Background: an optimization exercise with open tools, aiming at small area, a short achievable clock period and few clock cycles. Do not read the settings as production practice.
Where RTL was checked, it was by simulation tests only, not by an equivalence proof against the original.
For runs 7 and 8, only the layout was checked, not whether the RTL still works.
Power is estimated from default activity; no workload was simulated.

--- design/flow/design.v ---
module reuleaux(input logic clk, input logic rst_n, input logic [2:0] colour,
                input logic [7:0] centre_x, input logic [6:0] centre_y, input logic [7:0] diameter,
                input logic start, output logic done,
                output logic [7:0] vga_x, output logic [6:0] vga_y,
                output logic [2:0] vga_colour, output logic vga_plot);
     function automatic logic [9:0] rca(input logic [9:0] a, input logic [9:0] b, input logic ci);
          logic c;
          c = ci;
          for (int i = 0; i < 10; i++) begin
               rca[i] = a[i] ^ b[i] ^ c;
               c = (a[i] & b[i]) | (a[i] & c) | (b[i] & c);
          end
     endfunction
     localparam logic [159:0] FA = {10'd593, 10'd555, 10'd518, 10'd476, 10'd439, 10'd396, 10'd359, 10'd317,
                                    10'd280, 10'd238, 10'd200, 10'd158, 10'd121, 10'd79, 10'd42, 10'd0};
     localparam logic [95:0]  FB = {6'd36, 6'd34, 6'd32, 6'd26, 6'd24, 6'd22, 6'd21, 6'd19,
                                    6'd17, 6'd15, 6'd9, 6'd7, 6'd5, 6'd4, 6'd2, 6'd0};
     function automatic logic [9:0] fa(input logic [3:0] h);
          fa = 10'(FA >> (10 * h));
     endfunction
     function automatic logic [5:0] fb(input logic [3:0] l);
          fb = 6'(FB >> (6 * l));
     endfunction
     logic [7:0] di2, cx1;
     logic [8:0] cx2;
     always_ff @(posedge clk) begin
          di2 <= 8'(diameter + 8'd1) >> 1;
          cx1 <= centre_x + di2;
          cx2 <= {1'b0, centre_x} - {1'b0, di2};
     end
     logic [7:0] ox, oy;
     logic [9:0] crit;
     logic       ra;           
     logic [8:0] b1;
     logic [7:0] b2, by;
     logic [6:0] cy1;
     logic       w1;           
     logic [1:0] p;            
     logic [1:0] ph;           
     logic       run;
     logic [7:0] xo;
     logic [6:0] yo;
     logic       plot_r;
     wire [8:0] x0 = {1'b0, cx1} - {1'b0, ox};
     wire [9:0] x3 = {cx2[8], cx2} + {2'b0, ox};
     wire [9:0] x1 = {b1[8], b1} + {2'b0, oy};
     wire [8:0] x2 = {1'b0, b2} - {1'b0, oy};
     wire [8:0] y0 = {2'b0, cy1} - {1'b0, oy};
     wire [8:0] s12 = {1'b1, by} + {1'b0, ox};
     wire [7:0] y12 = ra ? s12[7:0] : ~s12[7:0];
     function automatic logic onx(input logic [8:0] v);
          onx = !v[8] && !(v[7] && (v[6] || v[5]));
     endfunction
     function automatic logic ony(input logic [7:0] v);
          ony = !v[7] && !(v[6] && v[5] && v[4] && v[3]);
     endfunction
     wire oky0 = ony(y0[7:0]), oky12 = ra ? ony(s12[7:0]) : ony(~s12[7:0]);
     wire [3:0] ok = {onx(x3[8:0]) & oky0, onx(x2) & oky12, onx(x1[8:0]) & oky12, onx(x0) & oky0};
     wire [3:0] ge = (p == 2'd0) ? 4'b1111 : (p == 2'd1) ? 4'b1110 :
                     (p == 2'd2) ? 4'b1100 : 4'b1000;
     wire [3:0] v  = ok & ge;
     logic [1:0] sel;
     logic       more;      
     always_comb begin
          sel  = 2'd3;
          more = 1'b0;
          if (v[0]) begin sel = 2'd0; more = v[1] | v[2] | v[3]; end
          else if (v[1]) begin sel = 2'd1; more = v[2] | v[3]; end
          else if (v[2]) begin sel = 2'd2; more = v[3]; end
     end
     logic [7:0] xs;
     logic [6:0] ys;
     always_comb begin
          case (sel)
               2'd0: begin xs = x0[7:0]; ys = y0[6:0]; end
               2'd1: begin xs = x1[7:0]; ys = y12[6:0]; end
               2'd2: begin xs = x2[7:0]; ys = y12[6:0]; end
               default: begin xs = x3[7:0]; ys = y0[6:0]; end
          endcase
     end
     wire       cpos = !crit[9] && (crit != 10'd0);
     wire [7:0] oy1  = oy + 8'd1;
     wire [7:0] oy2  = {oy[7:1] + 7'd1, oy[0]};
     wire [8:0] u    = {1'b0, oy2} - {1'b0, ox};
     wire       last = !u[8] && (u[7:1] != 7'd0 || (cpos && u[0]));
     wire [9:0] cra  = crit + {1'b0, oy1, 1'b1};
     wire [9:0] crb  = crit + {u, 1'b1};
     wire [8:0] y12t = ~s12;
     wire yoffb = (y0[8] && (!y12t[8] || y12t[7:0] >= 8'd120)) ||
                  (!y12t[8] && y12t[7:0] >= 8'd120);
     wire yoffa = y0[8] && ox <= 8'd136;
     wire x0hi = !x0[8] && x0[7] && (x0[6] || x0[5]);
     wire finb = !ra && (x2[8] || x0hi || yoffb) &&
                 (x3[9] || (!x1[9] && (x1[8] || (x1[7] && (x1[6] || x1[5])))) || yoffb);
     wire fina = ra && w1 && (x0hi || yoffa) && (x3[9] || yoffa);
     wire fin = fina || finb;
     wire [9:0] fs  = rca(fa(ox[7:4]), {4'd0, fb(ox[3:0])}, 1'b0);
     wire [8:0] q   = 9'(rca({2'd0, ox}, {4'd0, oy[5:0]}, 1'b0));
     wire [9:0] a6  = rca({1'd0, cy1, 2'b10}, {1'd0, b1}, 1'b0);
     wire [8:0] a3  = 9'(rca({2'd0, cy1, 1'b0}, ~{1'd0, b1}, 1'b1));
     always_ff @(posedge clk) begin
          if (!rst_n || !start) begin
               run <= 1'b0;
               done <= 1'b0;
               plot_r <= 1'b0;
               ph <= 2'd0;
          end else if (run) begin
               plot_r <= |v;
               if ((!more && last) || fin) begin
                    run <= 1'b0;
                    done <= 1'b1;
               end
          end else begin
               plot_r <= 1'b0;
               if (!done) begin
                    ph <= ph + 2'd1;
                    if (ph == 2'd3) run <= 1'b1;
               end
          end
          if (!run) begin
               if (ph == 2'd0) begin
                    ox <= diameter;
                    cy1 <= centre_y;
               end else if (ph == 2'd1) begin
                    oy <= {2'd0, fs[9:4]};
               end else if (ph == 2'd2) begin
                    b1 <= q;
               end else begin
                    b1 <= {1'b0, centre_x};
                    b2 <= centre_x;
                    cy1 <= a6[8:2];
                    w1 <= a6[9] && ox < 8'd222;
                    by <= (ox == 8'd255) ? ~{1'b0, a6[8:2]} : {a3[8] ^ (ox >= 8'd222), a3[7:1]};
                    oy <= 8'd0;
               end
               crit <= 10'd1 - {2'b0, ox};
               ra <= ox != 8'd255;
               p <= 2'd0;
          end else if (more) begin
               p <= sel + 2'd1;
          end else begin
               p <= 2'd0;
               oy <= oy1;
               crit <= cpos ? crb : cra;
               if (cpos) ox <= ox - 8'd1;
               if (ra && oy1 == di2) begin
                    ra <= 1'b0;
                    b1 <= cx2;
                    b2 <= cx1;
                    by <= ~{1'b0, cy1};
               end
          end
          xo <= xs;
          yo <= ys;
     end
     assign vga_x = xo;
     assign vga_y = yo;
     assign vga_plot = plot_r;
     assign vga_colour = colour;
endmodule
--- design/flow/run.sh ---
#!/bin/bash
# synth_recipe.tcl (not shown) runs the flow's synth.tcl, then flattens the netlist and writes it again
# the make line also repeats each setting of config.mk as NAME=value (left out here)
make -C /OpenROAD-flow-scripts/flow DESIGN_CONFIG=/design/flow/config.mk WORK_HOME=/design/flow/orfs CLKGATE_MAP_FILE= SYNTH_SCRIPT=/design/flow/synth_recipe.tcl finish
--- design/flow/config.mk ---
export PLATFORM = sky130hd
export DESIGN_NAME = reuleaux
export DESIGN_NICKNAME = reuleaux
export VERILOG_FILES = /design/flow/design.v
export SDC_FILE = /design/flow/constraint.sdc
export NUM_CORES = 4
export LEC_CHECK = 0
export ABC_AREA = 1
export CAP_MARGIN = 20
export CORE_MARGIN = 2
export CORE_UTILIZATION = 40
export CTS_BUF_LIST = sky130_fd_sc_hd__clkbuf_8
export SLEW_MARGIN = 20
--- design/flow/constraint.sdc ---
create_clock -name core_clock -period 10.0 [get_ports {clk}]
set_input_delay 2.0000 -clock core_clock [delete_from_list [all_inputs] [get_ports {clk}]]
set_output_delay 2.0000 -clock core_clock [all_outputs]
set_load 0.01 [all_outputs]
==> results_dict.tcl, run 1 <==
set metrics [dict create \
    status "complete, no violations" \
    grt_pass1_wl_mm 47.9 \
    worst-setup-path-type "register to register" \
    syn_nets 1481 \
    fin_nets 1516 \
    n_antenna_cell 0 \
    yosysSeqAreaShare_pct 27.7 \
    synth_ff_type "edfxtp_1" \
    hold_violations 0 \
    multiInputGateArea_mm2 0.00620 \
    drtPass1Iterations 6 \
    route.detailed.drc 0 \
    slew_headroom_pct 42.2 \
    postCtsHoldBufs 0 \
    drive_above_1_share_pct 4.93 \
    wl_per_cell_um 18.2 \
    track_usage_pct 24.4 \
    cts.path.max_buffers 2 \
    netlist.area_leader.share_pct 18.5 \
    cts_sinks 105 \
    maxCapViolCount 0 \
    clock_latency_ns 0.41 \
    finalSetupViolCount 0 \
    tritoncts "done" \
    tightestPinTransition_ns 0.858 \
    dieArea_mm2 0.0256 \
    portBuffers 42 \
    synthesis.area_mm2 0.00974 \
    slew_viol_final 0 \
    grt_max_degree 59 \
    p_leak_nw 5.17 \
    tns_ns 0 \
    cts_resized 0 \
    rsz0062_at_grt "no" \
    peakVddDrop_mv 0.0674 \
    fillCellCount 2517 \
    grt_pass1_vias 8372 \
    clock_skew_ns 0.0234 \
    die_x_um 160 \
    start_util_pct 40.4 \
    dp_hpwl_mm 24.6 \
    register_area_mm2 0.00270 \
    synth_area_per_cell_um2 7.39 \
    min_period_ns 4.25 \
    cts_root_buf "clkbuf_8" \
    powerDensity_mw_per_mm2 165 \
    max_freq_mhz 235 \
    rows 57 \
    synth_area_leaders "edfxtp_1, nand2_1, ha_1" \
    netlist_instances 1318 \
    worstPathRequired_ns 10.13 \
    chipHeight_um 160 \
    globalplace.congestion 0.959 \
    synth_edf_count 60 \
    postRouteAntennaNets 0 \
    ys_warn_count 1 \
    syn2layout_area_growth_pct 9.67 \
    antenna_found_initial 0 \
    arrival_ns 4.37 \
    drtIter0Drc 864 \
    synth_top_area_cell "edfxtp_1" \
    hp-class "register to register" \
    drt-vias-per-instance 5.23 \
    clk_pin_slew_ns 0.11 \
    post-route-util_pct 44.3 \
    finalWirelength_mm 30.6 \
    vias 8794 \
    crit_fanout 13 \
    worstSetupEndpointType "register" \
    postCtsSetupRepairBufs 0 \
    worstSetupStartpointType "register" \
    coreArea_mm2 0.0241 \
    async_flop_share_pct 0 \
    cts_buffers 9 \
    io-pin-count 49 \
    finalCritPeriodShare_pct 42.5 \
    htreeDepth 3 \
    ys_ff_latch 105 \
    synth.distinct_cells 50 \
    overflow 0 \
]
-- Yosys cell counts (5+ instances only) --
cell type / instances
nor3_1: 11
or2_2: 11
o22ai_1: 5
fa_1: 31
o21ai_1: 5
nand4_1: 26
edfxtp_1: 60
ha_1: 103
nand2_2: 9
nand3_2: 6
a31oi_1: 8
o211ai_1: 12
inv_2: 5
nor2_1: 90
xor2_1: 39
inv_1: 186
a21o_1: 5
nand3b_1: 6
o21ai_0: 82
a21oi_1: 56
nand2_1: 371
xnor2_1: 15
nand3_1: 65
clkbuf_1: 14
dfxtp_1: 45
-- metrics by stage --
step	power (mW)	hold slack [ns]	worst slack, ns	instances	cell area (um^2)
after CTS	1.76	0.504	5.81	1682	10700
after global routing	1.90	0.544	5.45	1682	10700
after floorplan	1.19	0.486	5.88	1318	9740
after global placement	1.48	0.471	5.86	1666	10500
final	1.76	0.499	5.75	1682	10700
after detailed placement	1.48	0.489	5.84	1666	10500
-- power breakdown --
group / internal (mW) / switching, mW
sequential: 0.540 / 0.0602
combinational: 0.338 / 0.537
clock: 0.117 / 0.167
total: 0.995 / 0.764
-- path summary, 6_finish.rpt --
check             startpoint    end  slack (ns)  cells past startpoint
hold / removal          done   done        0.50                      2
setup / recovery       ox[4]  oy[5]        5.75                     20
hold reg to reg         done   done        0.50                      2
setup reg to reg       ox[4]  oy[5]        5.75                     20
-- worst max-delay path, stage by stage (launching register included) --
cell      delay (ns)
edfxtp_1        0.75
inv_1           0.36
ha_1            0.39
inv_1           0.07
nand2_1         0.08
o211ai_1        0.13
o221ai_1        0.14
inv_1           0.08
maj3_1          0.16
nor2_1          0.04
o21ai_0         0.17
nand2_1         0.07
o21ai_0         0.09
fa_1            0.20
inv_1           0.05
fa_1            0.35
ha_1            0.19
ha_1            0.18
ha_1            0.19
xnor2_1         0.18
o22ai_1         0.09
-- placed cells by master, fill, tap and decap left out, drive strengths merged --
master	instances
a21o	5
a21oi	60
a22oi	2
a31oi	8
a32o	1
a32oi	1
and2	1
buf	4
bufinv	1
clkbuf	9
clkdlybuf4s50	42
clkinv	5
dfxtp	45
edfxtp	60
fa	31
ha	103
inv	195
maj3	1
mux2i	3
nand2	382
nand3	73
nand3b	6
nand4	26
nor2	98
nor3	12
nor4	1
o211ai	12
o21a	3
o21ai	88
o21bai	4
o221ai	2
o22ai	5
o31ai	4
or2	11
xnor2	15
xor2	39
-- final cells by class --
class | count | area share [%]
Inverter | 194 | 6.86
Clock buffer | 9 | 1.16
Multi-Input combinational cell | 997 | 58.0
Tap cell | 324 | 3.79
Clock inverter | 7 | 0.656
Timing Repair Buffer | 46 | 4.22
Sequential cell | 105 | 25.3
-- sequential cells by signal, indices dropped and copies added (netlist names), 8 cells and up --
signal / count
by: 8
b2: 8
ox: 8
xo: 8
crit: 10
oy: 8
b1: 9
cx2: 9
-- logic make-up after synthesis --
group | after synthesis | share of synthesized area (%)
and+or+nand+nor | 610 | 27.4
buffers and inverters | 216 | 8.63
AOI/OAI and AO/OA | 195 | 11.3
adders and majority gates | 135 | 19.7
DFF | 105 | 27.7
xor gates and xnor gates | 54 | 4.85
muxes | 3 | 0.308
-- routing by layer --
layer	part of all wire (%)	vias up	global-route usage, %
met2	47	311	41.4
li1	-	4373	-
met4	2.8	0	7.74
met1	45	4058	32.6
met5	0	-	0
met3	5.0	52	2.62
Testbench counts, summed over its fixed seeds: cycles 61,709.
==> run 2, diff against run 1 <==
--- a/design/flow/config.mk
+++ b/design/flow/config.mk
@@ -9,5 +9,4 @@
 export CAP_MARGIN = 20
 export CORE_MARGIN = 2
 export CORE_UTILIZATION = 40
-export CTS_BUF_LIST = sky130_fd_sc_hd__clkbuf_8
 export SLEW_MARGIN = 20
==> run 2 against run 1 <==
Net effect:
- still clean on timing, DRC and antenna
- worst hold slack got worse by 0.0060 ns
- critical path type unchanged
- largest cell class unchanged
- register-to-register slack improved by 0.04 ns
- clock power increased by 28%
- final cell count unchanged
- sequential power about the same
- fmax increased by 0.98%
- setup slack improved by 0.041 ns
- critical path depth decreased by 2
- flip-flop and latch count unchanged
- utilization increased by 0.40 points
- final area increased by 0.90%
==> results_dict.tcl, run 2 <==
set metrics [dict create \
    status "complete, no violations" \
    postCtsSetupRepairBufs 0 \
    worstSetupEndpointType "register" \
    n_antenna_cell 0 \
    fin_nets 1516 \
    grt_pass1_vias 8407 \
    postRouteAntennaNets 0 \
    hp-class "register to register" \
    largest_reg_flops 10 \
    grt_max_degree 59 \
    tightestPinTransition_ns 0.859 \
    async_flop_share_pct 0 \
    clock_latency_ns 0.36 \
    coreArea_mm2 0.0241 \
    tritoncts "done" \
    drtIter0Drc 875 \
    die_x_um 160 \
    synth_ff_type "edfxtp_1" \
    synth_area_leaders "edfxtp_1, nand2_1, ha_1" \
    drtPass1Iterations 6 \
    syn2layout_area_growth_pct 10.7 \
    cts_buffers 9 \
    most-common-layout-cells "nand2_1, inv_1, ha_1" \
    drive_above_1_share_pct 4.93 \
    vias 8834 \
    dieArea_mm2 0.0256 \
    cts.path.max_buffers 2 \
    finalSetupViolCount 0 \
    crit_fanout 11 \
    track_usage_pct 24.4 \
    grt_pass1_wl_mm 48.0 \
    clock_skew_ns 0.0129 \
    antenna_found_initial 0 \
    route.detailed.drc 0 \
    cts_resized 0 \
    netlist.area_leader.share_pct 18.5 \
    overflow 0 \
    arrival_ns 4.28 \
    htreeDepth 3 \
    wl_per_cell_um 18.2 \
    io-pin-count 49 \
    tns_ns 0 \
    chipHeight_um 160 \
    slew_headroom_pct 42.1 \
    yosysMostFrequentCell "nand2_1" \
    synth_common_cells "nand2_1, inv_1, ha_1" \
    worstSetupStartpointType "register" \
    ys_warn_count 1 \
    clk_pin_slew_ns 0.07 \
    largest-register "crit" \
    top_regs "crit x10, b1 x9, cx2 x9" \
    fillCellCount 2510 \
    p_leak_nw 5.21 \
    hold_violations 0 \
    synth_area_per_cell_um2 7.39 \
    final_common_cell "nand2_1" \
    max_freq_mhz 238 \
    synth_top_area_cell "edfxtp_1" \
    rows 57 \
    rsz0062_at_grt "no" \
    worst-setup-path-type "register to register" \
    netlist_instances 1318 \
    cts_root_buf "clkbuf_16" \
    synthesis.area_mm2 0.00974 \
    finalWirelength_mm 30.7 \
    min_period_ns 4.21 \
    postCtsHoldBufs 0 \
    dp_hpwl_mm 24.6 \
    worstPathRequired_ns 10.07 \
    start_util_pct 40.4 \
    peakVddDrop_mv 0.0854 \
    maxCapViolCount 0 \
    ys_ff_latch 105 \
    syn_nets 1481 \
    powerDensity_mw_per_mm2 171 \
    globalplace.congestion 0.959 \
    portBuffers 42 \
    slew_viol_final 0 \
    drt-vias-per-instance 5.25 \
    synth_edf_count 60 \
    synth.distinct_cells 50 \
    yosysSeqAreaShare_pct 27.7 \
    post-route-util_pct 44.7 \
    finalCritPeriodShare_pct 42.1 \
    cts_sinks 105 \
]
[run 2: final cells by class]
| cell class | count | area, um^2 | area share [%] |
|---|---|---|---|
| flip-flops and latches | 105 | 2700 | 25.1 |
| inverters | 194 | 733 | 6.80 |
| clock inverters | 5 | 36.3 | 0.337 |
| well taps | 324 | 405 | 3.76 |
| multi-input cells | 997 | 6200 | 57.5 |
| clock buffers | 11 | 254 | 2.36 |
| repair buffers | 46 | 450 | 4.18 |
[run 2: cell families (layout without fill, tap and decap cells)]
logic type,count (synthesis),count (layout),synth area share [%]
simple gates,610,610,27.4
buf+inv,216,256,8.63
compound gates,195,195,11.3
fa+ha+maj,135,135,19.7
flops,105,105,27.7
xor+xnor,54,54,4.85
mux,3,3,0.308
[run 2: power by group]
part	switching (mW)	total, mW	internal, mW
Combinational	0.537	0.876	0.338
Clock	0.177	0.363	0.186
Sequential	0.0600	0.600	0.540
Total	0.774	1.84	1.06
[run 2: path summary, 6_finish.rpt]
kind | start | end | slack, ns | cells after the start
max | ox[1] | oy[5] | 5.79 | 18
min | done | done | 0.49 | 2
max reg2reg | ox[1] | oy[5] | 5.79 | 18
min reg2reg | done | done | 0.49 | 2
[run 2: stage by stage]
stage | area (um^2) | hold slack (ns) | power, mW | std cells | worst slack (ns)
4_1_cts | 10800 | 0.499 | 1.84 | 1682 | 5.81
2_1_floorplan | 9740 | 0.486 | 1.19 | 1318 | 5.88
3_3_place_gp | 10500 | 0.471 | 1.48 | 1666 | 5.86
6_report | 10800 | 0.493 | 1.84 | 1682 | 5.79
3_5_place_dp | 10500 | 0.489 | 1.48 | 1666 | 5.84
5_1_grt | 10800 | 0.538 | 1.98 | 1682 | 5.46
[run 2: routing by layer]
metal / wire length, um / GRT usage, % / vias to the layer above / part of all wire (%)
met2: 14500 / 41.7 / 305 / 47
met4: 737 / 6.92 / 0 / 2.4
met3: 1640 / 2.65 / 45 / 5.4
li1: - / - / 4372 / -
met1: 13800 / 32.7 / 4112 / 45
met5: 0 / 0 / - / 0
[run 2: critical path, stage by stage (launching register included)]
cell	delay (ns)
edfxtp_1	0.74
inv_1	0.50
ha_1	0.36
inv_1	0.10
nand2_1	0.08
o211ai_1	0.14
maj3_1	0.21
nor2_1	0.04
o21ai_0	0.16
nand2_1	0.06
o21ai_0	0.09
fa_1	0.20
inv_1	0.05
fa_1	0.36
ha_1	0.19
ha_1	0.18
ha_1	0.19
xnor2_1	0.18
o22ai_1	0.09
==> run 3, diff against run 2 <==
==> design/flow/flow/run.sh (new file) <==
#!/bin/bash
# The standard layout (standard.sh: ORFS synthesis to finish, unchanged), except that
# the buffer placed on every input and output port is the plain sky130 buf_1 rather than
# the delay buffer (clkdlybuf4s50_1) that buffer_ports picks by default.
set -euo pipefail
export BUFFER_PORTS_ARGS="-buffer_cell sky130_fd_sc_hd__buf_1"
bash standard.sh > standard.log 2>&1
==> design/flow/standard.sh (new file) <==
#!/bin/bash
# synth_recipe.tcl (not shown) runs the flow's synth.tcl, then flattens the netlist and writes it again
# the make line also repeats each setting of config.mk as NAME=value (left out here)
make -C /OpenROAD-flow-scripts/flow DESIGN_CONFIG=/design/flow/config.mk WORK_HOME=/design/flow/orfs CLKGATE_MAP_FILE= SYNTH_SCRIPT=/design/flow/synth_recipe.tcl "${@:-finish}"
removed: design/flow/run.sh
==> run 3 against run 2 <==
Net effect:
- via count shrank 1.7%
- utilization down 1.2 points
- wire length shrank 3.1%
- critical path type unchanged
- global-route usage fell by 0.79 points
- final cell count hardly changed
- first-iteration DRC count decreased by 16%
- setup slack worse by 0.41 ns
- worst hold slack got worse by 0.013 ns
- final area decreased by 2.6%
- sequential share of layout area rose by 0.67 points
- non-clock buffer count rose by 1
==> results_dict.tcl, run 3 <==
set metrics [dict create \
    synth.distinct_cells 50 \
    dpl-instance-area_mm2 0.0102 \
    slew_viol_final 0 \
    htreeDepth 3 \
    worstPathRequired_ns 10.07 \
    grt_pass1_vias 8442 \
    max_freq_mhz 217 \
    synth_area_leaders "edfxtp_1, nand2_1, ha_1" \
    r2r_end "b2[3]" \
    start_util_pct 40.4 \
    synthesis.area_mm2 0.00974 \
    dp_hpwl_mm 23.9 \
    die_x_um 160 \
    worst_hold_slack_ns 0.480 \
    powerDensity_mw_per_mm2 169 \
    hold_violations 0 \
    clock_latency_ns 0.37 \
    tritoncts "done" \
    cts_sinks 105 \
    reg2reg_depth 15 \
    cts_resized 0 \
    stdcell_area_mm2 0.0105 \
    grt_max_degree 58 \
    worst-setup-path-type "register to register" \
    fillCellCount 2577 \
    rrSetupSlack_ns 5.39 \
    drt-vias-per-instance 5.16 \
    fin_nets 1517 \
    syn2layout_area_growth_pct 7.80 \
    cts.path.max_buffers 2 \
    ys_warn_count 1 \
    netlist_instances 1318 \
    synth_top_area_cell "edfxtp_1" \
    synth_ff_type "edfxtp_1" \
    globalplace.congestion 0.932 \
    worstSetupEndpointType "register" \
    finalWirelength_mm 29.8 \
    syn_nets 1481 \
    drtIter0Drc 733 \
    portBuffers 42 \
    rsz0062_at_grt "no" \
    ys_ff_latch 105 \
    async_flop_share_pct 0 \
    peakVddDrop_mv 0.0859 \
    tightestPinTransition_ns 0.918 \
    track_usage_pct 23.6 \
    postRouteAntennaNets 0 \
    p_leak_nw 5.09 \
    antenna_found_initial 0 \
    slew_headroom_pct 38.6 \
    n_antenna_cell 0 \
    stdcell_count 1683 \
    clk_pin_slew_ns 0.07 \
    most-common-layout-cells "nand2_1, inv_1, ha_1" \
    cts_root_buf "clkbuf_16" \
    grt_pass1_wl_mm 46.5 \
    register_area_mm2 0.00270 \
    synth_area_per_cell_um2 7.39 \
    crit_fanout 14 \
    top_regs "crit x10, b1 x9, cx2 x9" \
    coreArea_mm2 0.0241 \
    r2r_start "ox[4]" \
    yosysSeqAreaShare_pct 27.7 \
    finalCritPeriodShare_pct 46.1 \
    totalPowerFinal_mw 1.77 \
    postCtsSetupRepairBufs 0 \
    largest-register "crit" \
    min_period_ns 4.61 \
    min_path_cells 2 \
    dieArea_mm2 0.0256 \
    chipHeight_um 160 \
    worstHoldEndpoint "done" \
    maxCapViolCount 0 \
    status "complete, no violations" \
    rows 57 \
    synth_edf_count 60 \
    hp-class "register to register" \
    yosysMostFrequentCell "nand2_1" \
    io-pin-count 49 \
    wl_per_cell_um 17.7 \
    overflow 0 \
    clock_skew_ns 0.0151 \
    dp_cells 1667 \
    vias 8687 \
    synth_common_cells "nand2_1, inv_1, ha_1" \
    largest_reg_flops 10 \
    drtPass1Iterations 5 \
    worstHoldStart "done" \
    tns_ns 0 \
    arrival_ns 4.68 \
    final_common_cell "nand2_1" \
    route.detailed.drc 0 \
    postCtsHoldBufs 0 \
    finalSetupViolCount 0 \
    worstSetupStartpointType "register" \
    drive_above_1_share_pct 5.08 \
    cts_buffers 9 \
    multiInputGateArea_mm2 0.00620 \
    netlist.area_leader.share_pct 18.5 \
]
-- run 3: cell counts after synthesis --
Identical to the previous run, type by type.
-- run 3: per-stage QoR --
step / utilization, % / setup slack, ns
after global placement: 42.5 / 5.61
final: 43.6 / 5.39
after global routing: 43.6 / 5.17
after CTS: 43.6 / 5.51
after detailed placement: 42.5 / 5.53
after floorplan: - / 5.88
-- run 3: how the worst max path moves through the flow --
| stage | depth (start not counted) | end | from | slack (ns) |
|---|---|---|---|---|
| after detailed placement | 15 | b2[1] | ox[4] | 5.53 |
| after global routing | 16 | b2[3] | ox[4] | 5.17 |
| after floorplan | 1 | vga_colour[0] | colour[0] | 5.88 |
| after global placement | 15 | b2[0] | ox[4] | 5.61 |
| final | 15 | b2[3] | ox[4] | 5.39 |
| after CTS | 15 | b2[3] | ox[4] | 5.51 |
-- run 3: power breakdown --
group          internal [mW]  switching (mW)
clock network          0.170           0.174
registers              0.540          0.0593
logic                  0.293           0.535
total                   1.00           0.768
-- run 3: cells by family (layout without fill, tap and decap cells) --
logic type,Yosys count,in the layout,synth area share (%)
simple gates,610,610,27.4
buf+inv,216,257,8.63
compound gates,195,195,11.3
fa+ha+maj,135,135,19.7
flops,105,105,27.7
xor+xnor,54,54,4.85
mux,3,3,0.308
-- run 3: layout make-up --
type	count	share of cell area, %
Timing Repair Buffer	47	1.86
Tap cell	324	3.86
Sequential cell	105	25.7
Clock inverter	5	0.322
Clock buffer	11	2.22
Multi-Input combinational cell	997	59.0
Inverter	194	6.98
-- run 3: critical path, stage by stage, from the launching register on --
cell and delay (ns):
edfxtp_1 0.83, inv_1 0.42, ha_1 0.46, a21oi_1 0.30
o21a_1 0.17, nand3_1 0.07, nand2_1 0.11, nand2_2 0.08
nand2_2 0.09, nor2_4 0.09, nor2_1 0.11, nand2_1 0.08
nand3_2 0.34, nand3_2 0.13, nor2_1 0.72, buf_4 0.30
-- run 3: metal layers --
layer / track usage [%] / share of wire (%) / up-vias
li1: - / - / 4383
met1: 30.5 / 44 / 3980
met2: 39.8 / 47 / 275
met3: 4.86 / 6.3 / 49
met4: 7.13 / 2.9 / 0
met5: 0 / 0 / -
==> run 4, diff against run 3 <==
==> design/flow/flow/run.sh (replaced) <==
#!/bin/bash
# The standard layout (standard.sh: ORFS from synthesis to finish, unchanged), with the
# timing repair asked to leave 6.5 ns of setup slack (SETUP_SLACK_MARGIN) rather than none.
set -euo pipefail
export SETUP_SLACK_MARGIN=6.5
bash standard.sh > standard.log 2>&1
==> run 4 against run 3 <==
Net effect:
- die area unchanged
- synthesized area stayed put
- combinational power increased by 22%
- first-iteration DRC count grew 9.8%
- clock skew up 0.0015 ns
- wire length rose by 7.3%
- utilization rose by 6.4 points
- critical path depth is 15 lower
- register-to-register slack improved by 0.94 ns
- global-route usage increased by 0.77 points
- critical path type is now primary input to output pin
==> results_dict.tcl, run 4 <==
set metrics [dict create \
    rrSetupSlack_ns 6.33 \
    tightestPinTransition_ns 0.835 \
    slew_headroom_pct 44.1 \
    cts.path.max_buffers 2 \
    clock_skew_ns 0.0166 \
    syn2layout_area_growth_pct 23.6 \
    coreArea_mm2 0.0241 \
    rsz0062_at_grt "yes" \
    status "complete, no violations" \
    yosysMostFrequentCell "nand2_1" \
    worstPathRequired_ns 8.00 \
    peakVddDrop_mv 0.0745 \
    cts_root_buf "clkbuf_16" \
    start_util_pct 40.4 \
    largest_reg_flops 10 \
    final_common_cell "nand2_1" \
    io-pin-count 49 \
    fin_nets 1599 \
    grt_pass1_vias 8714 \
    top_regs "crit x10, b1 x9, cx2 x9" \
    postCtsHoldBufs 0 \
    synth_common_cells "nand2_1, inv_1, ha_1" \
    min_period_ns 4.00 \
    synth_ff_type "edfxtp_1" \
    tns_ns 0 \
    async_flop_share_pct 0 \
    htreeDepth 3 \
    synth_edf_count 60 \
    chipHeight_um 160 \
    r2r_end "by[6]" \
    worstHoldStart "done" \
    drtIter0Drc 805 \
    arrival_ns 2.00 \
    postRouteAntennaNets 0 \
    synth.distinct_cells 50 \
    min_path_cells 2 \
    yosysSeqAreaShare_pct 27.7 \
    vias 9299 \
    netlist.area_leader.share_pct 18.5 \
    maxCapViolCount 0 \
    clk_pin_slew_ns 0.08 \
    worstHoldEndpoint "done" \
    synth_area_per_cell_um2 7.39 \
    drt-vias-per-instance 5.27 \
    worst-setup-path-type "primary input to output pin" \
    hp-class "register to register" \
    r2r_start "cy1[0]" \
    ys_warn_count 1 \
    grt_pass1_wl_mm 47.9 \
    worstSetupEndpointType "output pin" \
    max_freq_mhz 250 \
    slew_viol_final 0 \
    grt_max_degree 58 \
    synth_top_area_cell "edfxtp_1" \
    antenna_found_initial 0 \
    synthesis.area_mm2 0.00974 \
    synth_area_leaders "edfxtp_1, nand2_1, ha_1" \
    dp_hpwl_mm 23.8 \
    crit_fanout 1 \
    n_antenna_cell 0 \
    finalSetupViolCount 0 \
    drtPass1Iterations 5 \
    rows 57 \
    syn_nets 1481 \
    post-route-util_pct 50.0 \
    finalWirelength_mm 31.9 \
    drive_above_1_share_pct 17.8 \
    worstSetupStartpointType "primary input" \
    tritoncts "done" \
    wl_per_cell_um 18.1 \
    track_usage_pct 24.4 \
    globalplace.congestion 0.926 \
    cts_buffers 9 \
    dieArea_mm2 0.0256 \
    cts_sinks 105 \
    route.detailed.drc 0 \
    clock_latency_ns 0.38 \
    netlist_instances 1318 \
    ys_ff_latch 105 \
    overflow 0 \
    finalCritPeriodShare_pct 40.0 \
    most-common-layout-cells "nand2_1, inv_1, nor2_1" \
    powerDensity_mw_per_mm2 162 \
    hold_violations 0 \
    p_leak_nw 5.65 \
    die_x_um 160 \
    portBuffers 42 \
    largest-register "crit" \
    reg2reg_depth 11 \
]
run 4: worst min-delay path, cell delays in order, from the launching register on:
cell	delay, ns
dfxtp_1	0.33
nand2_1	0.06
nand2_1	0.04
run 4: how the worst max path moves through the flow:
stage	startpoint	to	cells past startpoint
after floorplan	colour[0]	vga_colour[0]	1
after global placement	ox[5]	oy[5]	20
after detailed placement	ox[6]	b2[0]	14
after CTS	colour[0]	vga_colour[0]	0
after global routing	colour[0]	vga_colour[0]	0
final	colour[0]	vga_colour[0]	0
run 4: per-stage QoR:
step / power [mW] / setup WS, ns / hold WS (ns) / cell area, um^2 / instances
after floorplan: 1.19 / 5.90 / 0.486 / 9780 / 1318
after global placement: 1.47 / 5.80 / 0.467 / 10500 / 1667
after detailed placement: 1.47 / 5.70 / 0.469 / 10500 / 1667
after CTS: 1.89 / 6.00 / 0.479 / 11500 / 1738
after global routing: 2.09 / 6.00 / 0.533 / 12000 / 1765
final: 1.95 / 6.00 / 0.475 / 12000 / 1765
run 4: cell type report:
class	count	area (um^2)
clock inverter	7	51.3
timing repair inverter	1	5.00
sequential	105	2700
inverter	194	772
tap	324	405
multi-input combinational	997	6730
fill	2385	12100
clock buffer	9	225
timing repair buffer	128	1150
run 4: logic make-up (layout without fill, tap and decap cells):
family	after synthesis	in the layout	share of synthesized area [%]
mux	3	3	0.308
buf+inv	216	339	8.63
flops	105	105	27.7
fa+ha+maj	135	135	19.7
xor+xnor	54	54	4.85
simple gates	610	610	27.4
compound gates	195	195	11.3
run 4: layer usage:
layer | global-route usage [%] | part of all wire, % | vias up
li1 | - | - | 4562
met1 | 31.4 | 42 | 4311
met2 | 40.7 | 47 | 341
met3 | 4.21 | 7.2 | 85
met4 | 9.66 | 4.0 | 0
met5 | 0 | 0 | -
run 4: timing repair:
| action | in CTS | in global routing |
|---|---|---|
| gates resized for setup | 61 | 88 |
| setup buffers | 55 | 26 |
| setup endpoints to repair | 79 | 63 |
| pin swaps | 24 | 41 |
| cloned | 0 | 1 |
run 4: where the power goes:
| group | switching (mW) | total, mW | leakage, nW | internal [mW] |
|---|---|---|---|---|
| combinational | 0.594 | 1.01 | 4.55 | 0.418 |
| clock | 0.181 | 0.353 | 0.141 | 0.172 |
| sequential | 0.0470 | 0.587 | 0.961 | 0.540 |
| total | 0.823 | 1.95 | 5.65 | 1.13 |
==> run 5, diff against run 4 <==
==> design/flow/flow/run.sh (replaced) <==
#!/bin/bash
# The standard layout (standard.sh: ORFS from synthesis to finish, unchanged), with the
# timing repair asked to leave 6.5 ns of setup slack (SETUP_SLACK_MARGIN) rather than none,
# and the plain sky130 buf_2 as the buffer on every input and output port instead of the
# delay buffer (clkdlybuf4s50_1) that buffer_ports picks by default.
set -euo pipefail
export SETUP_SLACK_MARGIN=6.5
export BUFFER_PORTS_ARGS="-buffer_cell sky130_fd_sc_hd__buf_2"
bash standard.sh > standard.log 2>&1
==> run 5 against run 4 <==
Net effect:
- still clean
- count of clock-buffer cells in the layout increased by 2
- setup slack stayed put
- final area down 3.3%
- final cell count down 0.40%
- via count is 0.96% lower
- register-to-register slack got worse by 0.03 ns
- fmax did not move
- die area unchanged
- synthesized cell count is the same
- synthesized area stayed put
- wire length shrank 0.74%
==> results_dict.tcl, run 5 <==
set metrics [dict create \
    hold_violations 0 \
    worst-setup-path-type "primary input to output pin" \
    grt_pass1_wl_mm 47.9 \
    post-route-util_pct 48.3 \
    drtIter0Drc 784 \
    globalplace.congestion 0.929 \
    drt-vias-per-instance 5.24 \
    worstHoldStart "done" \
    async_flop_share_pct 0 \
    route.detailed.drc 0 \
    drtPass1Iterations 5 \
    rrSetupSlack_ns 6.30 \
    postRouteAntennaNets 0 \
    largest_reg_flops 10 \
    hp-class "register to register" \
    drive_above_1_share_pct 19.4 \
    grt_max_degree 58 \
    n_antenna_cell 0 \
    finalSetupViolCount 0 \
    yosysMostFrequentCell "nand2_1" \
    ys_warn_count 1 \
    crit_fanout 1 \
    netlist.area_leader.share_pct 18.5 \
    grt_pass1_vias 8575 \
    clock_skew_ns 0.0108 \
    synth_area_leaders "edfxtp_1, nand2_1, ha_1" \
    slew_headroom_pct 47.9 \
    fin_nets 1592 \
    synth_area_per_cell_um2 7.39 \
    clock_latency_ns 0.37 \
    finalWirelength_mm 31.7 \
    top_regs "crit x10, b1 x9, cx2 x9" \
    most-common-layout-cells "nand2_1, inv_1, ha_1" \
    peakVddDrop_mv 0.0743 \
    synth_ff_type "edfxtp_1" \
    synth_edf_count 60 \
    final_common_cell "nand2_1" \
    cts.path.max_buffers 2 \
    synth.distinct_cells 50 \
    netlist_instances 1318 \
    powerDensity_mw_per_mm2 166 \
    htreeDepth 3 \
    totalPowerFinal_mw 1.93 \
    worstSetupEndpointType "output pin" \
    cts_root_buf "clkbuf_16" \
    dpl-instance-area_mm2 0.0103 \
    status "complete, no violations" \
    worstHoldEndpoint "done" \
    stdcell_area_mm2 0.0116 \
    cts_sinks 105 \
    wl_per_cell_um 18.0 \
    p_leak_nw 5.61 \
    yosysSeqAreaShare_pct 27.7 \
    finalCritPeriodShare_pct 40.0 \
    syn_nets 1481 \
    arrival_ns 2.00 \
    min_path_cells 2 \
    ys_ff_latch 105 \
    overflow 0 \
    maxCapViolCount 0 \
    dp_hpwl_mm 23.9 \
    synth_common_cells "nand2_1, inv_1, ha_1" \
    portBuffers 42 \
    track_usage_pct 24.4 \
    coreArea_mm2 0.0241 \
    antenna_found_initial 0 \
    postCtsHoldBufs 0 \
    synth_top_area_cell "edfxtp_1" \
    vias 9210 \
    cts_buffers 9 \
    worstSetupStartpointType "primary input" \
    largest-register "crit" \
    io-pin-count 49 \
    slew_viol_final 0 \
    r2r_start "b1[0]" \
    worstPathRequired_ns 8.00 \
    dieArea_mm2 0.0256 \
    max_freq_mhz 250 \
    synthesis.area_mm2 0.00974 \
    fillCellCount 2424 \
    tritoncts "done" \
    tns_ns 0 \
    crit_start "colour[0]" \
    die_x_um 160 \
    chipHeight_um 160 \
    rows 57 \
    start_util_pct 40.4 \
    tightestPinTransition_ns 0.779 \
    reg2reg_depth 10 \
    r2r_end "by[6]" \
    clk_pin_slew_ns 0.07 \
    min_period_ns 4.00 \
    rsz0062_at_grt "yes" \
    syn2layout_area_growth_pct 19.5 \
]
## run 5: cell families after synthesis
kind of cell / after synthesis / synth area share [%]
AOI/OAI and AO/OA: 195 / 11.3
xor gates and xnor gates: 54 / 4.85
adders and majority gates: 135 / 19.7
buffers and inverters: 216 / 8.63
DFF: 105 / 27.7
muxes: 3 / 0.308
and+or+nand+nor: 610 / 27.4
## run 5: where the power goes
part	total, mW	switching, mW	leakage (nW)	internal (mW)
logic	0.973	0.600	4.51	0.373
registers	0.586	0.0456	0.961	0.540
clock network	0.370	0.175	0.133	0.194
## run 5: layout make-up
class	instances	area [um^2]	area share, %
well taps	324	405	3.48
clock inverters	5	57.6	0.494
inverters	194	758	6.51
multi-input cells	997	6620	56.9
clock buffers	11	233	2.00
repair buffers	121	860	7.38
repair inverters	1	7.51	0.0645
flip-flops and latches	105	2700	23.2
## run 5: tightest hold or removal path, cell delays in order (launching register included)
cell and delay (ns):
dfxtp_1 0.33, nand2_1 0.06, nand2_1 0.05
## run 5: how the worst max path moves through the flow
stage | endpoint | slack, ns | depth (start not counted)
floorplan | vga_colour[0] | 5.90 | 1
global placement | b2[3] | 5.66 | 15
detailed placement | b2[4] | 5.66 | 15
CTS | vga_colour[0] | 6.00 | 0
global route | vga_colour[0] | 6.00 | 0
finish | vga_colour[0] | 6.00 | 0
## run 5: metal layers
layer / wire length, um / global-route usage (%)
met1: 14000 / 32.5
met2: 14700 / 40.8
met3: 2090 / 3.69
met4: 905 / 8.07
met5: 0 / 0
## run 5: what timing repair did
action	CTS	global route
cloned	0	1
buffers inserted	49	28
setup endpoints to repair	83	60
pin swaps	10	42
gates resized for setup	36	90
## run 5: stage by stage
| stage | setup slack (ns) | instances | hold slack, ns |
|---|---|---|---|
| after global routing | 6.00 | 1758 | 0.540 |
| final | 6.00 | 1758 | 0.484 |
| after detailed placement | 5.66 | 1664 | 0.481 |
| after CTS | 6.00 | 1729 | 0.491 |
| after floorplan | 5.90 | 1318 | 0.486 |
| after global placement | 5.66 | 1664 | 0.481 |
==> run 6, diff against run 5 <==
==> design/flow/flow/run.sh (replaced) <==
#!/bin/bash
# The standard layout (standard.sh: ORFS from synthesis to finish, unchanged), except that
# the buffer put on every input and output port is the plain sky130 buf_2 instead of the
# delay buffer (clkdlybuf4s50_1) that buffer_ports picks by default.
set -euo pipefail
export BUFFER_PORTS_ARGS="-buffer_cell sky130_fd_sc_hd__buf_2"
bash standard.sh > standard.log 2>&1
==> run 6 against run 5 <==
Net effect:
- total power is 5.6% lower
- setup slack lost 0.28 ns
- via count is 4.7% lower
- sequential share of layout area up 2.3 points
- wire length is 2.5% lower
- still clean on timing, DRC and antenna
- flip-flop and latch count stayed put
- clock power up 1%
- fmax shrank 6.5%
- sequential power up 3%
- clock skew barely moved
- count of clock-buffer cells in the layout is 1 higher
- largest power group unchanged
- critical path type is now register to register
- synthesized cell count unchanged
==> results_dict.tcl, run 6 <==
set metrics [dict create \
    dp_cells 1666 \
    ys_ff_latch 105 \
    synth_ff_type "edfxtp_1" \
    portBuffers 42 \
    rows 57 \
    crit_fanout 14 \
    grt_max_degree 42 \
    globalplace.congestion 0.954 \
    ys_warn_count 1 \
    synth_top_area_cell "edfxtp_1" \
    tns_ns 0 \
    register_area_mm2 0.00270 \
    cts_buffers 9 \
    synth_area_per_cell_um2 7.39 \
    overflow 0 \
    track_usage_pct 24.6 \
    slew_headroom_pct 33.0 \
    min_period_ns 4.28 \
    postCtsHoldBufs 0 \
    drtPass1Iterations 5 \
    tightestPinTransition_ns 1.00 \
    cts.path.max_buffers 2 \
    cts_root_buf "clkbuf_16" \
    netlist_instances 1318 \
    reg2reg_depth 15 \
    syn_nets 1481 \
    stdcell_count 1682 \
    p_leak_nw 5.22 \
    cts_sinks 105 \
    async_flop_share_pct 0 \
    grt_pass1_vias 8481 \
    clock_latency_ns 0.37 \
    multiInputGateArea_mm2 0.00620 \
    worst_slack_ns 5.72 \
    coreArea_mm2 0.0241 \
    clk_pin_slew_ns 0.07 \
    yosysSeqAreaShare_pct 27.7 \
    dp_hpwl_mm 25.0 \
    top_regs "crit x10, b1 x9, cx2 x9" \
    vias 8777 \
    antenna_found_initial 0 \
    rrSetupSlack_ns 5.72 \
    arrival_ns 4.33 \
    fillCellCount 2554 \
    grt_pass1_wl_mm 48.2 \
    worst-setup-path-type "register to register" \
    route.detailed.drc 0 \
    dieArea_mm2 0.0256 \
    synth_edf_count 60 \
    max_freq_mhz 234 \
    place_ws_ns 5.83 \
    die_x_um 160 \
    drive_above_1_share_pct 8.17 \
    worstSetupEndpointType "register" \
    most-common-layout-cells "nand2_1, inv_1, ha_1" \
    powerDensity_mw_per_mm2 172 \
    cp_cell_sequence "clkinv_1 > ha_1 > a21oi_1 > o21a_1 > nand2_1 > nand2_1 > nand2_1 > nand2_2 > nand2_2 > nor2_4 > nor2_1 > nand2_1 > nand3_2 > o211ai_1 > inv_1" \
    fin_nets 1516 \
    cts_resized 0 \
    wl_per_cell_um 18.4 \
    drt-vias-per-instance 5.22 \
    slew_viol_final 0 \
    postRouteAntennaNets 0 \
    chipHeight_um 160 \
    finalSetupViolCount 0 \
    min_path_cells 2 \
    synth.distinct_cells 50 \
    drtIter0Drc 796 \
    yosysMostFrequentCell "nand2_1" \
    largest_reg_flops 10 \
    netlist.area_leader.share_pct 18.5 \
    htreeDepth 3 \
    largest-register "crit" \
    worstPathRequired_ns 10.05 \
    hp-class "register to register" \
    tritoncts "done" \
    rsz0062_at_grt "no" \
    worstSetupStartpointType "register" \
    synth_common_cells "nand2_1, inv_1, ha_1" \
    peakVddDrop_mv 0.0728 \
    synth_area_leaders "edfxtp_1, nand2_1, ha_1" \
    postCtsSetupRepairBufs 0 \
    status "complete, no violations" \
    finalWirelength_mm 30.9 \
    synthesis.area_mm2 0.00974 \
    final_common_cell "nand2_1" \
    finalCritPeriodShare_pct 42.8 \
    syn2layout_area_growth_pct 8.58 \
    start_util_pct 40.4 \
    clock_skew_ns 0.0108 \
    slowest_stage "edfxtp_1" \
    hold_violations 0 \
    maxCapViolCount 0 \
    io-pin-count 49 \
    post-route-util_pct 43.9 \
    slowest_delay_ns 0.84 \
    worst_path_most_repeated_cell "nand2_1" \
    n_antenna_cell 0 \
]
[run 6: changes by cell type in the layout (fill, tap and decap cells not counted), moves of 10 or more]
cell,change
o21ai_1,-12
inv_1,+13
ha_1,+11
nand2_1,+10
fa_2,-22
buf_4,-67
fa_1,+22
o21ai_0,+16
[run 6: through the flow]
step | power, mW | area (um^2) | hold slack, ns
floorplan | 1.19 | 9740 | 0.486
global placement | 1.45 | 10300 | 0.470
detailed placement | 1.44 | 10300 | 0.467
CTS | 1.82 | 10600 | 0.477
global route | 1.96 | 10600 | 0.540
finish | 1.82 | 10600 | 0.474
[run 6: report_power, final]
part	switching [mW]	internal [mW]	total (mW)
registers	0.0610	0.540	0.601
logic	0.542	0.303	0.845
clock network	0.181	0.194	0.375
[run 6: worst max-delay path: cells and delay by family, from the launching register on]
| kind | cells | cell delay, ns |
|---|---|---|
| and+or+nand+nor | 9 | 1.29 |
| DFF | 1 | 0.84 |
| buffers and inverters | 2 | 0.76 |
| AOI/OAI and AO/OA | 3 | 0.56 |
| adders and majority gates | 1 | 0.50 |
[run 6: area by class of cell]
cell class / count / area share [%]
Multi-Input combinational cell: 997 / 58.6
Sequential cell: 105 / 25.6
Inverter: 194 / 6.93
Tap cell: 324 / 3.83
Clock buffer: 12 / 2.53
Timing Repair Buffer: 46 / 2.27
Clock inverter: 4 / 0.284
[run 6: cell families (layout without fill, tap and decap cells)]
logic type | after synthesis | in the layout | share of synthesized area [%]
XOR/XNOR | 54 | 54 | 4.85
buffers and inverters | 216 | 256 | 8.63
AO/OA/AOI/OAI | 195 | 195 | 11.3
flip-flops | 105 | 105 | 27.7
multiplexers | 3 | 3 | 0.308
adder cells (fa/ha/maj) | 135 | 135 | 19.7
AND/OR/NAND/NOR | 610 | 610 | 27.4
[run 6: final timing paths]
check	start	end
worst max-delay path	ox[6]	oy[7]
worst max register to register	ox[6]	oy[7]
worst min-delay path	done	done
worst min register to register	done	done
[run 6: per-layer routing]
metal / GRT usage [%] / share of wire (%) / vias to the layer above
li1: - / - / 4386
met1: 32.8 / 44 / 4007
met2: 40.1 / 46 / 310
met3: 4.21 / 6.4 / 74
met4: 9.50 / 3.5 / 0
met5: 0 / 0 / -
==> run 7, diff against run 6 <==
--- a/design/flow/design.v
+++ b/design/flow/design.v
@@ -29,6 +29,7 @@
           cx2 <= {1'b0, centre_x} - {1'b0, di2};
      end
      logic [7:0] ox, oy;
+     logic [7:0] nx;           
      logic [9:0] crit;
      logic       ra;           
      logic [8:0] b1;
@@ -41,7 +42,7 @@
      logic [7:0] xo;
      logic [6:0] yo;
      logic       plot_r;
-     wire [8:0] x0 = {1'b0, cx1} - {1'b0, ox};
+     wire [8:0] x0 = {1'b0, cx1} + {1'b1, nx} + 9'd1;
      wire [9:0] x3 = {cx2[8], cx2} + {2'b0, ox};
      wire [9:0] x1 = {b1[8], b1} + {2'b0, oy};
      wire [8:0] x2 = {1'b0, b2} - {1'b0, oy};
@@ -81,7 +82,7 @@
      wire       cpos = !crit[9] && (crit != 10'd0);
      wire [7:0] oy1  = oy + 8'd1;
      wire [7:0] oy2  = {oy[7:1] + 7'd1, oy[0]};
-     wire [8:0] u    = {1'b0, oy2} - {1'b0, ox};
+     wire [8:0] u    = {1'b0, oy2} + {1'b1, nx} + 9'd1;
      wire       last = !u[8] && (u[7:1] != 7'd0 || (cpos && u[0]));
      wire [9:0] cra  = crit + {1'b0, oy1, 1'b1};
      wire [9:0] crb  = crit + {u, 1'b1};
@@ -120,6 +121,7 @@
           if (!run) begin
                if (ph == 2'd0) begin
                     ox <= diameter;
+                    nx <= ~diameter;
                     cy1 <= centre_y;
                end else if (ph == 2'd1) begin
                     oy <= {2'd0, fs[9:4]};
@@ -133,7 +135,7 @@
                     by <= (ox == 8'd255) ? ~{1'b0, a6[8:2]} : {a3[8] ^ (ox >= 8'd222), a3[7:1]};
                     oy <= 8'd0;
                end
-               crit <= 10'd1 - {2'b0, ox};
+               crit <= {2'b11, nx} + 10'd2;
                ra <= ox != 8'd255;
                p <= 2'd0;
           end else if (more) begin
@@ -142,7 +144,10 @@
                p <= 2'd0;
                oy <= oy1;
                crit <= cpos ? crb : cra;
-               if (cpos) ox <= ox - 8'd1;
+               if (cpos) begin
+                    ox <= ox - 8'd1;
+                    nx <= nx + 8'd1;
+               end
                if (ra && oy1 == di2) begin
                     ra <= 1'b0;
                     b1 <= cx2;
==> design/flow/run.sh (new file) <==
#!/bin/bash
# synth_recipe.tcl (not shown) runs the flow's synth.tcl, then flattens the netlist and writes it again
# the make line also repeats each setting of config.mk as NAME=value (left out here)
make -C /OpenROAD-flow-scripts/flow DESIGN_CONFIG=/design/flow/config.mk WORK_HOME=/design/flow/orfs CLKGATE_MAP_FILE= SYNTH_SCRIPT=/design/flow/synth_recipe.tcl finish
removed: design/flow/flow/run.sh
removed: design/flow/standard.sh
==> run 7 against run 6 <==
Net effect:
- combinational power grew 4.3%
- critical path depth grew 4
- clock power grew about 60%
- utilization grew 2.3 points
- fmax grew 5.7%
- flip-flop and latch count grew 8
- wire length shrank 3.3%
- count of clock-buffer cells in the layout grew 7
==> results_dict.tcl, run 7 <==
set metrics [dict create \
    min_period_ns 4.05 \
    combPwrFrac_pct 41.3 \
    fin_nets 1536 \
    drt-vias-per-instance 5.25 \
    ys_ff_latch 113 \
    cts.path.max_buffers 2 \
    largest_reg_flops 10 \
    chipHeight_um 162 \
    grt_max_degree 57 \
    topRoutingLayerUsed "met4" \
    drive_above_1_share_pct 4.70 \
    hold_violations 0 \
    synth_area_per_cell_um2 7.50 \
    worstPathRequired_ns 10.16 \
    pwr-share-clk_pct 28.1 \
    async_flop_share_pct 0 \
    track_usage_pct 23.4 \
    synthesis.area_mm2 0.00999 \
    route.detailed.drc 0 \
    crit_fanout 9 \
    largest-register "crit" \
    place_ws_ns 5.85 \
    tns_ns 0 \
    slowest_delay_ns 0.75 \
    p_leak_nw 5.37 \
    cp_cell_sequence "inv_1 > ha_1 > nand2_1 > nor2_1 > a21oi_1 > o221ai_1 > nor2_1 > a21oi_1 > a21oi_1 > nor2_1 > a21oi_1 > fa_1 > inv_1 > fa_1 > ha_1 > ha_1 > ha_1 > xnor2_1 > o21ai_0" \
    wl_met2_mm 14.0 \
    powerDensity_mw_per_mm2 189 \
    finalCritPeriodShare_pct 40.5 \
    overflow 0 \
    synth_top_area_cell "edfxtp_1" \
    coreArea_mm2 0.0244 \
    slew_viol_final 0 \
    switching_share_pct 39.2 \
    tightestPinTransition_ns 0.877 \
    status "complete, no violations" \
    yosysSeqAreaShare_pct 29.5 \
    slew_headroom_pct 41.4 \
    wl_met3_mm 1.50 \
    slowest_stage "edfxtp_1" \
    worst_slack_ns 5.95 \
    antenna_found_initial 0 \
    final_common_cell "nand2_1" \
    clk_pin_slew_ns 0.05 \
    finalWirelength_mm 29.9 \
    tritoncts "done" \
    grt_pass1_wl_mm 47.0 \
    syn2layout_area_growth_pct 12.9 \
    finalSetupViolCount 0 \
    hp-class "register to register" \
    stdcell_area_mm2 0.0113 \
    ys_warn_count 1 \
    multiInputGateArea_mm2 0.00617 \
    portBuffers 42 \
    p_sw_mw 0.836 \
    start_util_pct 40.9 \
    cts_root_buf "clkbuf_16" \
    drtIter0Drc 662 \
    synth_area_leaders "edfxtp_1, ha_1, nand2_1" \
    globalplace.congestion 0.914 \
    postRouteAntennaNets 0 \
    dp_hpwl_mm 23.4 \
    synth_common_cells "nand2_1, inv_1, o21ai_0" \
    power.internal_mw 1.30 \
    synth_ff_type "edfxtp_1" \
    fillCellCount 2477 \
    top_regs "crit x10, b1 x9, cx2 x9" \
    dieArea_mm2 0.0262 \
    synth_edf_count 68 \
    rows 57 \
    synth_top_family_by_area "simple AND/OR/NAND/NOR gates" \
    vias 8954 \
    synth.distinct_cells 51 \
    synth_xor_area_share_pct 4.74 \
    maxCapViolCount 0 \
    arrival_ns 4.21 \
    worstSetupStartpointType "register" \
    cts_buffers 17 \
    netlist.area_leader.share_pct 20.4 \
    pwr-share-seq_pct 30.6 \
    synth_compound_area_share_pct 13.2 \
    peakVddDrop_mv 0.100 \
    postCtsSetupRepairBufs 0 \
    htreeDepth 4 \
    yosysMostFrequentCell "nand2_1" \
    n_antenna_cell 0 \
    die_x_um 162 \
    met1_length_mm 13.6 \
    cts_resized 0 \
    clock_skew_ns 0.00800 \
    synthMuxAreaShare_pct 0.200 \
    syn_nets 1497 \
    register_area_mm2 0.00294 \
    postCtsHoldBufs 0 \
    wl_per_cell_um 17.5 \
    cts_sinks 113 \
    clock_latency_ns 0.42 \
    io-pin-count 49 \
    synthSimpleGateAreaFrac_pct 24.2 \
    drtPass1Iterations 6 \
    rrSetupSlack_ns 5.95 \
    dpl-instance-area_mm2 0.0107 \
    netlist_instances 1331 \
    worstSetupEndpointType "register" \
    totalPowerFinal_mw 2.13 \
    worst-setup-path-type "register to register" \
    grt_pass1_vias 8717 \
    rsz0062_at_grt "no" \
    max_freq_mhz 247 \
    synthAdderAreaFrac_pct 19.5 \
    most-common-layout-cells "nand2_1, inv_1, o21ai_0" \
]
==> run 7: cell types whose count changed in the layout (fill, tap and decap cells not counted), moves of 7 or more <==
| cell | change |
|---|---|
| nor2_1 | +7 |
| edfxtp_1 | +8 |
| clkbuf_16 | +7 |
| a31oi_1 | -7 |
| a21oi_1 | +21 |
| nand2_1 | -47 |
| clkdlybuf4s50_1 | +42 |
| buf_2 | -42 |
| o21ai_0 | +27 |
==> run 7: path summary, 6_finish.rpt <==
path	cells after the start	to	from
max reg2reg	19	oy[5]	ox[5]
max	19	oy[5]	ox[5]
min	2	done	done
min reg2reg	2	done	done
==> run 7: logic make-up after synthesis <==
kind of cell,Yosys count
and+or+nand+nor,564
AOI/OAI and AO/OA,238
buffers and inverters,223
adders and majority gates,137
DFF,113
xor gates and xnor gates,54
muxes,2
==> run 7: metal layers <==
layer  up-vias  GRT usage (%)
met5         -              0
met4         0           6.96
met3        41           3.70
met2       260           38.8
met1      4178           31.4
li1       4475              -
==> run 7: power groups by stage <==
stage | logic, mW | clock network, mW | registers, mW
after floorplan | 0.604 | 0 | 0.646
after global routing | 1.00 | 0.619 | 0.661
after global placement | 0.872 | 0 | 0.662
after CTS | 0.880 | 0.598 | 0.653
after detailed placement | 0.874 | 0 | 0.662
final | 0.881 | 0.599 | 0.654
==> run 7: worst max-delay path: cells and delay by family (launching register included) <==
family / cells / cell delay [ns]
fa+ha+maj: 6 / 1.46
flops: 1 / 0.75
compound gates: 6 / 0.73
simple gates: 4 / 0.36
buf+inv: 2 / 0.29
xor+xnor: 1 / 0.20
==> run 7: layout make-up <==
type	count	area share [%]
repair buffers	46	4.00
inverters	197	6.56
multi-input cells	995	54.8
clock inverters	13	1.05
well taps	324	3.60
clock buffers	19	3.93
flip-flops and latches	113	26.1
==> run 7: stage by stage <==
stage | cells | utilization (%) | hold slack [ns]
6_report | 1707 | 46.2 | 0.477
5_1_grt | 1707 | 46.2 | 0.511
4_1_cts | 1707 | 46.2 | 0.484
3_5_place_dp | 1675 | 43.9 | 0.477
3_3_place_gp | 1675 | 43.9 | 0.470
2_1_floorplan | 1331 | - | 0.486
==> run 8, diff against run 7 <==
--- a/design/flow/design.v
+++ b/design/flow/design.v
@@ -29,7 +29,6 @@
           cx2 <= {1'b0, centre_x} - {1'b0, di2};
      end
      logic [7:0] ox, oy;
-     logic [7:0] nx;           
      logic [9:0] crit;
      logic       ra;           
      logic [8:0] b1;
@@ -37,12 +36,11 @@
      logic [6:0] cy1;
      logic       w1;           
      logic [1:0] p;            
-     logic [1:0] ph;           
      logic       run;
      logic [7:0] xo;
      logic [6:0] yo;
      logic       plot_r;
-     wire [8:0] x0 = {1'b0, cx1} + {1'b1, nx} + 9'd1;
+     wire [8:0] x0 = {1'b0, cx1} - {1'b0, ox};
      wire [9:0] x3 = {cx2[8], cx2} + {2'b0, ox};
      wire [9:0] x1 = {b1[8], b1} + {2'b0, oy};
      wire [8:0] x2 = {1'b0, b2} - {1'b0, oy};
@@ -82,7 +80,7 @@
      wire       cpos = !crit[9] && (crit != 10'd0);
      wire [7:0] oy1  = oy + 8'd1;
      wire [7:0] oy2  = {oy[7:1] + 7'd1, oy[0]};
-     wire [8:0] u    = {1'b0, oy2} + {1'b1, nx} + 9'd1;
+     wire [8:0] u    = {1'b0, oy2} - {1'b0, ox};
      wire       last = !u[8] && (u[7:1] != 7'd0 || (cpos && u[0]));
      wire [9:0] cra  = crit + {1'b0, oy1, 1'b1};
      wire [9:0] crb  = crit + {u, 1'b1};
@@ -104,7 +102,6 @@
                run <= 1'b0;
                done <= 1'b0;
                plot_r <= 1'b0;
-               ph <= 2'd0;
           end else if (run) begin
                plot_r <= |v;
                if ((!more && last) || fin) begin
@@ -114,18 +111,16 @@
           end else begin
                plot_r <= 1'b0;
                if (!done) begin
-                    ph <= ph + 2'd1;
-                    if (ph == 2'd3) run <= 1'b1;
+                    if (p == 2'd3) run <= 1'b1;
                end
           end
           if (!run) begin
-               if (ph == 2'd0) begin
+               if (p == 2'd0) begin
                     ox <= diameter;
-                    nx <= ~diameter;
                     cy1 <= centre_y;
-               end else if (ph == 2'd1) begin
+               end else if (p == 2'd1) begin
                     oy <= {2'd0, fs[9:4]};
-               end else if (ph == 2'd2) begin
+               end else if (p == 2'd2) begin
                     b1 <= q;
                end else begin
                     b1 <= {1'b0, centre_x};
@@ -135,19 +130,16 @@
                     by <= (ox == 8'd255) ? ~{1'b0, a6[8:2]} : {a3[8] ^ (ox >= 8'd222), a3[7:1]};
                     oy <= 8'd0;
                end
-               crit <= {2'b11, nx} + 10'd2;
+               crit <= 10'd1 - {2'b0, ox};
                ra <= ox != 8'd255;
-               p <= 2'd0;
+               p <= (rst_n && start && !done) ? p + 2'd1 : 2'd0;
           end else if (more) begin
                p <= sel + 2'd1;
           end else begin
                p <= 2'd0;
                oy <= oy1;
                crit <= cpos ? crb : cra;
-               if (cpos) begin
-                    ox <= ox - 8'd1;
-                    nx <= nx + 8'd1;
-               end
+               if (cpos) ox <= ox - 8'd1;
                if (ra && oy1 == di2) begin
                     ra <= 1'b0;
                     b1 <= cx2;
==> run 8 against run 7 <==
Net effect:
- final cell count fell by 6.9%
- fmax fell by 8.0%
- sequential power fell by 8.3%
- still clean on timing, DRC and antenna
- critical endpoint is now b1[3]
- utilization fell by 1.3 points
- die area fell by 4.7%
- first-iteration DRC count rose by 7.3%
- largest cell class unchanged
- non-clock buffer count rose by 1
- flip-flop and latch count fell by 10
- synthesized cell count fell by 7.4%
==> results_dict.tcl, run 8 <==
set metrics [dict create \
    reg2reg_depth 15 \
    grt_pass1_vias 8272 \
    drive_above_1_share_pct 5.59 \
    cts_sinks 103 \
    chipHeight_um 158 \
    rsz0062_at_grt "no" \
    cts.path.max_buffers 2 \
    totalPowerFinal_mw 1.88 \
    fillCellCount 2390 \
    rows 56 \
    syn2layout_area_growth_pct 10.5 \
    track_usage_pct 24.3 \
    yosysSeqAreaShare_pct 28.0 \
    clock_skew_ns 0.0132 \
    tritoncts "done" \
    most-common-layout-cells "nand2_1, inv_1, ha_1" \
    grt_max_degree 56 \
    wl_per_cell_um 18.4 \
    path_delay_family "simple AND/OR/NAND/NOR gates" \
    powerDensity_mw_per_mm2 179 \
    top_regs "crit x10, b1 x9" \
    drtIter0Drc 710 \
    cts_root_buf "clkbuf_16" \
    path_depth 15 \
    largest-register "crit" \
    max_freq_mhz 227 \
    rrSetupSlack_ns 5.60 \
    dieArea_mm2 0.0250 \
    netlist.area_leader.share_pct 19.0 \
    synth_edf_count 60 \
    worstSetupEndpointType "register" \
    largest_reg_flops 10 \
    n_antenna_cell 0 \
    crit_start "ox[1]" \
    grt_pass1_wl_mm 45.6 \
    ys_ff_latch 103 \
    min_period_ns 4.40 \
    overflow 0 \
    crit_fanout 14 \
    async_flop_share_pct 0 \
    die_x_um 158 \
    pwr-share-clk_pct 18.6 \
    worst_path_most_repeated_cell "nand2_2" \
    peakVddDrop_mv 0.0847 \
    clock_latency_ns 0.37 \
    vias 8415 \
    dp_hpwl_mm 23.0 \
    ys_warn_count 1 \
    finalCritPeriodShare_pct 44.0 \
    synthesis.area_mm2 0.00950 \
    register_area_mm2 0.00266 \
    slowest_stage "nor2_1" \
    clk_pin_slew_ns 0.07 \
    p_leak_nw 4.94 \
    worstPathRequired_ns 9.99 \
    synth_top_area_cell "edfxtp_1" \
    endpoint "b1[3]" \
    final_common_cell "nand2_1" \
    finalSetupViolCount 0 \
    antenna_found_initial 0 \
    worst_hold_slack_ns 0.502 \
    synth_common_cells "nand2_1, inv_1, ha_1" \
    io-pin-count 49 \
    hold_violations 0 \
    postRouteAntennaNets 0 \
    switching_share_pct 43.0 \
    hp-class "register to register" \
    maxCapViolCount 0 \
    worst-setup-path-type "register to register" \
    r2r_start "ox[1]" \
    fin_nets 1432 \
    tns_ns 0 \
    syn_nets 1400 \
    synth.distinct_cells 55 \
    arrival_ns 4.39 \
    worstSetupStartpointType "register" \
    drtPass1Iterations 5 \
    power.internal_mw 1.07 \
    slew_headroom_pct 39.2 \
    cts_buffers 9 \
    coreArea_mm2 0.0234 \
    portBuffers 42 \
    cp_num_buf_inv 2 \
    pwr-share-seq_pct 31.9 \
    cp_cell_sequence "inv_1 > fa_1 > inv_1 > nand3_1 > nand3_1 > nand2_2 > nor2_1 > nand3_1 > nand2_2 > nand2_2 > nand4_1 > nand3_2 > nand3_2 > nand2_2 > nor2_1" \
    cts_resized 0 \
    status "complete, no violations" \
    yosysMostFrequentCell "nand2_1" \
    multiInputGateArea_mm2 0.00606 \
    r2r_end "b1[3]" \
    postCtsSetupRepairBufs 0 \
    combPwrFrac_pct 49.5 \
    finalWirelength_mm 29.2 \
    synth_ff_type "edfxtp_1" \
    slowest_delay_ns 0.70 \
    postCtsHoldBufs 0 \
    tightestPinTransition_ns 0.912 \
    drt-vias-per-instance 5.30 \
    globalplace.congestion 0.930 \
    start_util_pct 40.6 \
    route.detailed.drc 0 \
    htreeDepth 3 \
    synth_area_per_cell_um2 7.71 \
    netlist_instances 1233 \
    slew_viol_final 0 \
    synth_area_leaders "edfxtp_1, ha_1, nand2_1" \
    p_sw_mw 0.810 \
]
[run 8: kinds of logic (layout without fill, tap and decap cells)]
group | after synthesis | count (layout) | synth area share [%]
AND/OR/NAND/NOR | 502 | 502 | 23.1
AO/OA/AOI/OAI | 221 | 221 | 13.6
buffers and inverters | 200 | 237 | 8.16
adder cells (fa/ha/maj) | 140 | 140 | 20.8
flip-flops | 103 | 103 | 28.0
XOR/XNOR | 61 | 61 | 5.70
multiplexers | 6 | 6 | 0.632
[run 8: how the worst min path moves through the flow]
stage	from	to	slack, ns	cells past startpoint
floorplan	cx2[6]	b1[6]	0.51	2
global placement	done	done	0.49	2
detailed placement	done	done	0.49	2
CTS	done	done	0.51	2
global route	done	done	0.52	2
finish	done	done	0.50	2
[run 8: routing by layer]
metal  vias up  track usage [%]  share of wire [%]
li1       4147                -                  -
met1      3946             32.9                 45
met2       291             40.7                 47
met3        31             3.37                6.2
met4         0             6.52                2.0
met5         -                0                  0
[run 8: layout make-up]
class	count	share of cell area [%]
timing repair buffer	47	4.36
tap	319	3.80
sequential	103	25.4
multi-input combinational	930	57.7
inverter	174	6.22
clock inverter	5	0.322
clock buffer	11	2.22
[run 8: power groups by stage]
stage / Sequential, mW / Clock (mW) / Combinational, mW
CTS: 0.599 / 0.354 / 0.924
global placement: 0.609 / 0 / 0.913
detailed placement: 0.609 / 0 / 0.918
global route: 0.609 / 0.369 / 1.04
floorplan: 0.596 / 0 / 0.627
finish: 0.600 / 0.350 / 0.932
[run 8: worst reg2reg max path: stages, from the launching register on]
cell and delay (ns):
edfxtp_1 0.63, inv_1 0.50, fa_1 0.62, inv_1 0.10, nand3_1 0.09, nand3_1 0.11
nand2_2 0.08, nor2_1 0.09, nand3_1 0.10, nand2_2 0.10, nand2_2 0.09, nand4_1 0.17
nand3_2 0.12, nand3_2 0.40, nand2_2 0.13, nor2_1 0.70
[run 8: metrics by stage]
step	setup WS, ns	util (%)	cells	cell area [um^2]
floorplan	5.88	-	1233	9500
global placement	5.62	43.8	1573	10200
detailed placement	5.57	43.8	1573	10200
CTS	5.54	44.9	1589	10500
global route	5.20	44.9	1589	10500
finish	5.60	44.9	1589	10500

-- static timing again, ports no longer ideal --
In the flow no input, the clock included, has a driving cell. The finished layouts below were timed again as built, in two steps. Step 1 sets driving cells, clkbuf_16 on the clock port and buf_2 on the other inputs (assumed; they add their load-dependent delay and slew). Step 2 times the ports against the registers' clock, not the clock port: input delays grow and output delays shrink by t, the midpoint of the rising clock arrivals with the driver on. Three values: no drivers, after step 1, after step 2; two values: the first two.
run	shift t [ns]	setup WS [ns]
run 1	0.440	5.754 / 5.754 / 5.754
run 2	0.404	5.795 / 5.795 / 5.795
run 3	0.403	5.388 / 5.388 / 5.388
run 4	0.412	6.000 / 5.959 / 5.959
run 5	0.408	6.000 / 5.959 / 5.959
run 6	0.409	5.722 / 5.722 / 5.722
run 7	0.467	5.953 / 5.953 / 5.815
run 8	0.408	5.602 / 5.602 / 5.602
After both steps setup and hold are still met in every run listed.
